What follows belongs to an exercise in optimizing a design on an open flow for small area; a production flow would make more cautious choices. Function was checked by simulation only, so behaviour that the tests miss may differ from the original. No driver is modelled on the clock port, so clock power and skew are understated where the tree is cut down; a real chip needs a root buffer or a tree. Power and IR drop assume default switching activity.

==> module Vending_Machine, before the edit <==
module Vending_Machine(input clk, input rst, input RxD, output [6:0] out, output [3:0] en, output indicator);
reg [3:0] j;
reg [4:0] m;
wire m24 = (m == 5'd29);
wire ph3 = j[3] ^ j[2];
wire ph1 = j[1] ^ j[0];
wire tk = ~j[3] & j[2] & m24;
wire evc = j[1] & ~j[0] & (m == 5'd2);
wire evc1 = j[2] & ~j[1] & (m == 5'd4);
always @(posedge clk) begin
  if (rst) j <= 4'd0;
  else j <= {j[2:0], ~j[3]};
  if (rst | m24) m <= 5'd1;
  else m <= {m[3:0], m[4] ^ m[2]};
end
reg [2:0] q;
reg sel;
wire tick1 = tk & q[2];
always @(posedge clk)
  if (rst) begin q <= 3'd2; sel <= 1'b0; end
  else if (tk) begin q <= q[2] ? 3'd0 : q + 3'd1; sel <= ~sel; end
reg r;
reg [5:0] p;
reg [9:1] S;
wire idle = p[5] & p[3];
wire sh = ph3 & ~idle & (p[1:0] == 2'b01);
always @(posedge clk) begin
  r <= RxD;
  if (rst) p <= 6'd40;
  else if (ph3) begin
    if (idle) begin if (~r) p <= 6'd0; end
    else p <= p + 6'd1;
  end
  if (rst) S <= 9'd0;
  else if (sh) S <= {RxD, S[9:2]};
end
localparam [39:0] KEYS = {8'd114, 8'd115, 8'd99, 8'd98, 8'd97};
wire [4:0] ev, ev0;
genvar g;
generate for (g = 0; g < 5; g = g + 1) begin : key
  localparam [7:0] K = KEYS[8*g +: 8];
  reg P, f;
  reg [11:0] u;
  reg mt;
  integer i;
  always @* begin
    mt = 1'b1;
    for (i = 1; i <= 8; i = i + 1) begin
      if (i == 1) begin
        if (K[0]) mt = mt & S[1] & u[3];
        else      mt = mt & (~S[1] | ~u[3]);
      end else begin
        if (K[i-1]) mt = mt & S[i] & (u[3] | (u[2:0] >= 9 - i));
        else        mt = mt & (~S[i] | ~(u[3] | (u[2:0] >= 9 - i)));
      end
    end
  end
  wire match = ~P & mt;
  wire inc = P ? ph1 : (sh & ~u[3]);
  wire [12:0] nx = {P, u} + {12'd0, inc};
  assign ev[g] = evc1 & P & ~f & u[8] & (u[6] | (u[5] & (u[4] | (u[3] & (u[2] | u[1] | u[0])))));
  assign ev0[g] = evc & P & ~f & u[8] & (u[6] | (u[5] & (u[4] | u[3])));
  always @(posedge clk) begin
    u <= match ? 12'd95 : nx[11:0];
    P <= ~rst & (match | nx[12]);
    f <= ~rst & ~(tk & ~P) & (f | ev[g]);
  end
end endgenerate
wire one = ev[0], five = ev[1], ten = ev[2], stop = ev[3], reset = ev[4];
reg [1:0] t;
reg h;
reg [2:0] l;
reg [4:0] cnt;
reg tmo_d;
wire any = one | five | ten | stop | reset;
wire l4 = l[2];
always @(posedge clk) begin
  if (rst | any) cnt <= 5'd0;
  else if (tick1) cnt <= cnt + 5'd1;
  tmo_d <= (cnt == 5'd30);
end
reg [1:0] st;
reg sh5;
reg [2:0] sl;
always @* begin
  st = t; sh5 = h; sl = l;
  if (tmo_d | reset) begin st = 2'd0; sh5 = 1'b0; sl = 3'd0; end
  else if (~t[1]) begin
    if (one) begin
      sl = l4 ? 3'd0 : l + 3'd1;
      if (l4) begin sh5 = ~h; if (h) st = t + 2'd1; end
    end else if (five) begin
      sh5 = ~h; if (h) st = t + 2'd1;
    end else if (ten) st = t + 2'd1;
  end else if (stop) st = 2'd0;
end
always @(posedge clk)
  if (rst) begin t <= 2'd0; h <= 1'b0; l <= 3'd0; end
  else if (~ev0[4]) begin t <= st; h <= sh5; l <= sl; end
assign indicator = st[1];
wire [1:0] nt = (t[1] & (h | (l != 3'd0))) ? 2'd0 : t;
wire nh = h;
wire [2:0] nl = l;
function [6:0] seg7(input [3:0] d);
  case (d)
    4'd0: seg7 = 7'b0000001;
    4'd1: seg7 = 7'b1001111;
    4'd2: seg7 = 7'b0010010;
    4'd3: seg7 = 7'b0000110;
    4'd4: seg7 = 7'b1001100;
    4'd5: seg7 = 7'b0100100;
    4'd6: seg7 = 7'b0100000;
    4'd7: seg7 = 7'b0001111;
    4'd8: seg7 = 7'b0000000;
    default: seg7 = 7'b0000100;
  endcase
endfunction
wire nl34 = nl[2] | (nl[1] & nl[0]);
wire [3:0] d1 = {nh & nl34, nh ? ~nl34 : nl[2], nh ? nl[1] ^ nl[0] : nl[1], nh ^ nl[0]};
assign out = seg7(sel ? {2'b00, nt} : d1);
assign en = {2'b11, ~sel, sel};
endmodule
clock: 10.0 ns
lec_check: 0
cap_margin: 20
core_margin: 2
core_utilization: 70
gpl_timing_driven: 0
slew_margin: 20
standard.sh (not shown) runs the stock make flow with config.mk's settings and CLKGATE_MAP_FILE= SYNTH_SCRIPT=/design/flow/synth_recipe.tcl, a recipe that flattens the netlist after the stock synthesis.
==> flow/flow/run.sh <==
#!/bin/bash
# Own layout flow: the standard ORFS flow (standard.sh) with these changes:
#  - synthesis leaves adders to ABC (no ADDER_MAP_FILE) and maps the logic with an
#    area-oriented ABC script (flow/abc_area.script) instead of ORFS's delay-oriented
#    one; the registers are the standard synthesis's
#  - ports, and wires that pass straight to a port, are buffered with
#    sky130_fd_sc_hd__buf_1
#  - the clock tree is built by flow/manual_cts.tcl (a root inverter and six
#    leaf inverters, one per region of flip-flops) in place of clock_tree_synthesis;
#    the rest of the CTS step (legalisation, timing repair) is ORFS's
# Each tool writes its own log under orfs/logs/; make's output is in flow_make.log.
set -euo pipefail
W=$(pwd)
rm -rf "$W/scripts"
cp -r "$FLOW_HOME/scripts" "$W/scripts"
cp "$W/flow/abc_area.script" "$W/scripts/abc_speed.script"
cp "$W/flow/manual_cts.tcl" "$W/scripts/manual_cts.tcl"
sed -i 's|^log_cmd clock_tree_synthesis {\*}\$cts_args$|source $::env(SCRIPTS_DIR)/manual_cts.tcl|' "$W/scripts/cts.tcl"
grep -q manual_cts.tcl "$W/scripts/cts.tcl"
export MCTS_CLK=clk MCTS_NLEAF=6 MCTS_LEAF=sky130_fd_sc_hd__inv_8 MCTS_ROOT=sky130_fd_sc_hd__inv_12
export BUFFER_PORTS_ARGS="-buffer_cell sky130_fd_sc_hd__buf_1"
bash "$W/standard.sh" "SCRIPTS_DIR=$W/scripts" "ADDER_MAP_FILE=" "MIN_BUF_CELL_AND_PORTS=sky130_fd_sc_hd__buf_1 A X" finish > "$W/flow_make.log" 2>&1
Other scripts of this flow, unchanged in this note and not shown: flow/flow/abc_area.script, flow/flow/manual_cts.tcl
==> next run, changes <==
--- a/flow/design.v
+++ b/flow/design.v
@@ -5,9 +5,8 @@
 wire ph3 = j[3] ^ j[2];
 wire ph1 = j[1] ^ j[0];
 wire tk = ~j[3] & j[2] & m24;
 wire evc = j[1] & ~j[0] & (m == 5'd2);
-wire evc1 = j[2] & ~j[1] & (m == 5'd4);
 always @(posedge clk) begin
   if (rst) j <= 4'd0;
   else j <= {j[2:0], ~j[3]};
   if (rst | m24) m <= 5'd1;
@@ -34,9 +33,9 @@
   if (rst) S <= 9'd0;
   else if (sh) S <= {RxD, S[9:2]};
 end
 localparam [39:0] KEYS = {8'd114, 8'd115, 8'd99, 8'd98, 8'd97};
-wire [4:0] ev, ev0;
+wire [4:0] ev;
 genvar g;
 generate for (g = 0; g < 5; g = g + 1) begin : key
   localparam [7:0] K = KEYS[8*g +: 8];
   reg P, f;
@@ -57,51 +56,38 @@
   end
   wire match = ~P & mt;
   wire inc = P ? ph1 : (sh & ~u[3]);
   wire [12:0] nx = {P, u} + {12'd0, inc};
-  assign ev[g] = evc1 & P & ~f & u[8] & (u[6] | (u[5] & (u[4] | (u[3] & (u[2] | u[1] | u[0])))));
-  assign ev0[g] = evc & P & ~f & u[8] & (u[6] | (u[5] & (u[4] | u[3])));
+  assign ev[g] = evc & P & ~f & u[8] & (u[6] | (u[5] & (u[4] | u[3])));
   always @(posedge clk) begin
     u <= match ? 12'd95 : nx[11:0];
     P <= ~rst & (match | nx[12]);
     f <= ~rst & ~(tk & ~P) & (f | ev[g]);
   end
 end endgenerate
 wire one = ev[0], five = ev[1], ten = ev[2], stop = ev[3], reset = ev[4];
-reg [1:0] t;
-reg h;
-reg [2:0] l;
+reg [1:0] t, nt;
+reg h, nh;
+reg [2:0] l, nl;
 reg [4:0] cnt;
-reg tmo_d;
 wire any = one | five | ten | stop | reset;
 wire l4 = l[2];
 always @(posedge clk) begin
   if (rst | any) cnt <= 5'd0;
   else if (tick1) cnt <= cnt + 5'd1;
-  tmo_d <= (cnt == 5'd30);
-end
-reg [1:0] st;
-reg sh5;
-reg [2:0] sl;
-always @* begin
-  st = t; sh5 = h; sl = l;
-  if (tmo_d | reset) begin st = 2'd0; sh5 = 1'b0; sl = 3'd0; end
+  if (rst | reset | (cnt == 5'd30)) begin t <= 2'd0; h <= 1'b0; l <= 3'd0; end
   else if (~t[1]) begin
     if (one) begin
-      sl = l4 ? 3'd0 : l + 3'd1;
-      if (l4) begin sh5 = ~h; if (h) st = t + 2'd1; end
+      l <= l4 ? 3'd0 : l + 3'd1;
+      if (l4) begin h <= ~h; if (h) t <= t + 2'd1; end
     end else if (five) begin
-      sh5 = ~h; if (h) st = t + 2'd1;
-    end else if (ten) st = t + 2'd1;
-  end else if (stop) st = 2'd0;
+      h <= ~h; if (h) t <= t + 2'd1;
+    end else if (ten) t <= t + 2'd1;
+  end else if (stop) t <= 2'd0;
+  if (rst) begin nt <= 2'd0; nh <= 1'b0; nl <= 3'd0; end
+  else if (~reset) begin nh <= h; nl <= l; nt <= (t[1] & (h | (l != 3'd0))) ? 2'd0 : t; end
 end
-always @(posedge clk)
-  if (rst) begin t <= 2'd0; h <= 1'b0; l <= 3'd0; end
-  else if (~ev0[4]) begin t <= st; h <= sh5; l <= sl; end
-assign indicator = st[1];
-wire [1:0] nt = (t[1] & (h | (l != 3'd0))) ? 2'd0 : t;
-wire nh = h;
-wire [2:0] nl = l;
+assign indicator = t[1];
 function [6:0] seg7(input [3:0] d);
   case (d)
     4'd0: seg7 = 7'b0000001;
     4'd1: seg7 = 7'b1001111;
The changed run ran to the end with no violations; final area grows slightly; setup slack improves by 1.1 ns; hold slack degrades by 0.0040 ns; sequential share of layout area grows by 1.4 points; die area grows slightly; maximum frequency grows by a quarter to a third; flip-flop and latch count grows by 5; total power grows slightly; routed wire length stays flat; clock power is about the same; global-route usage shrinks by 1.3 points; sequential power grows by a few percent; area after synthesis grows slightly; clock skew barely changes.
No run of this note takes its clock network from TritonCTS; it comes from the design's own scripts or RTL.

## re-timing with driven ports
The results above use ideal ports. As a check the final layouts listed here were re-extracted and re-timed, cells and wires unchanged. Step 1 (the two cells are an assumption about what drives the block):
set clk [get_ports {clk}]
set_driving_cell -lib_cell sky130_fd_sc_hd__clkbuf_16 $clk
set_driving_cell -lib_cell sky130_fd_sc_hd__buf_2 [delete_from_list [all_inputs] $clk]
Step 2 also shifts input and output timing later by t, the mid clock arrival at the registers, as if the neighbouring blocks saw the same clock. Slacks: ideal / step 1 / step 2; pairs: ideal / step 1.
run | t, ns | slack for setup (ns) | worst setup path at the end | latest minus earliest clock arrival (ns) | pins driven straight from the clock port
the first run | 0.205 | 4.823 / 4.768 / 4.973 | register to output | 0.010 / 0.010 | 1
the second run | 0.209 | 5.891 / 5.925 / 5.716 | input to register | 0.008 / 0.008 | 1
After both steps setup and hold are still met in every run listed. The setup slack of the second run, which loses most, moves by +0.034 ns with the drivers and by -0.175 ns with both steps.
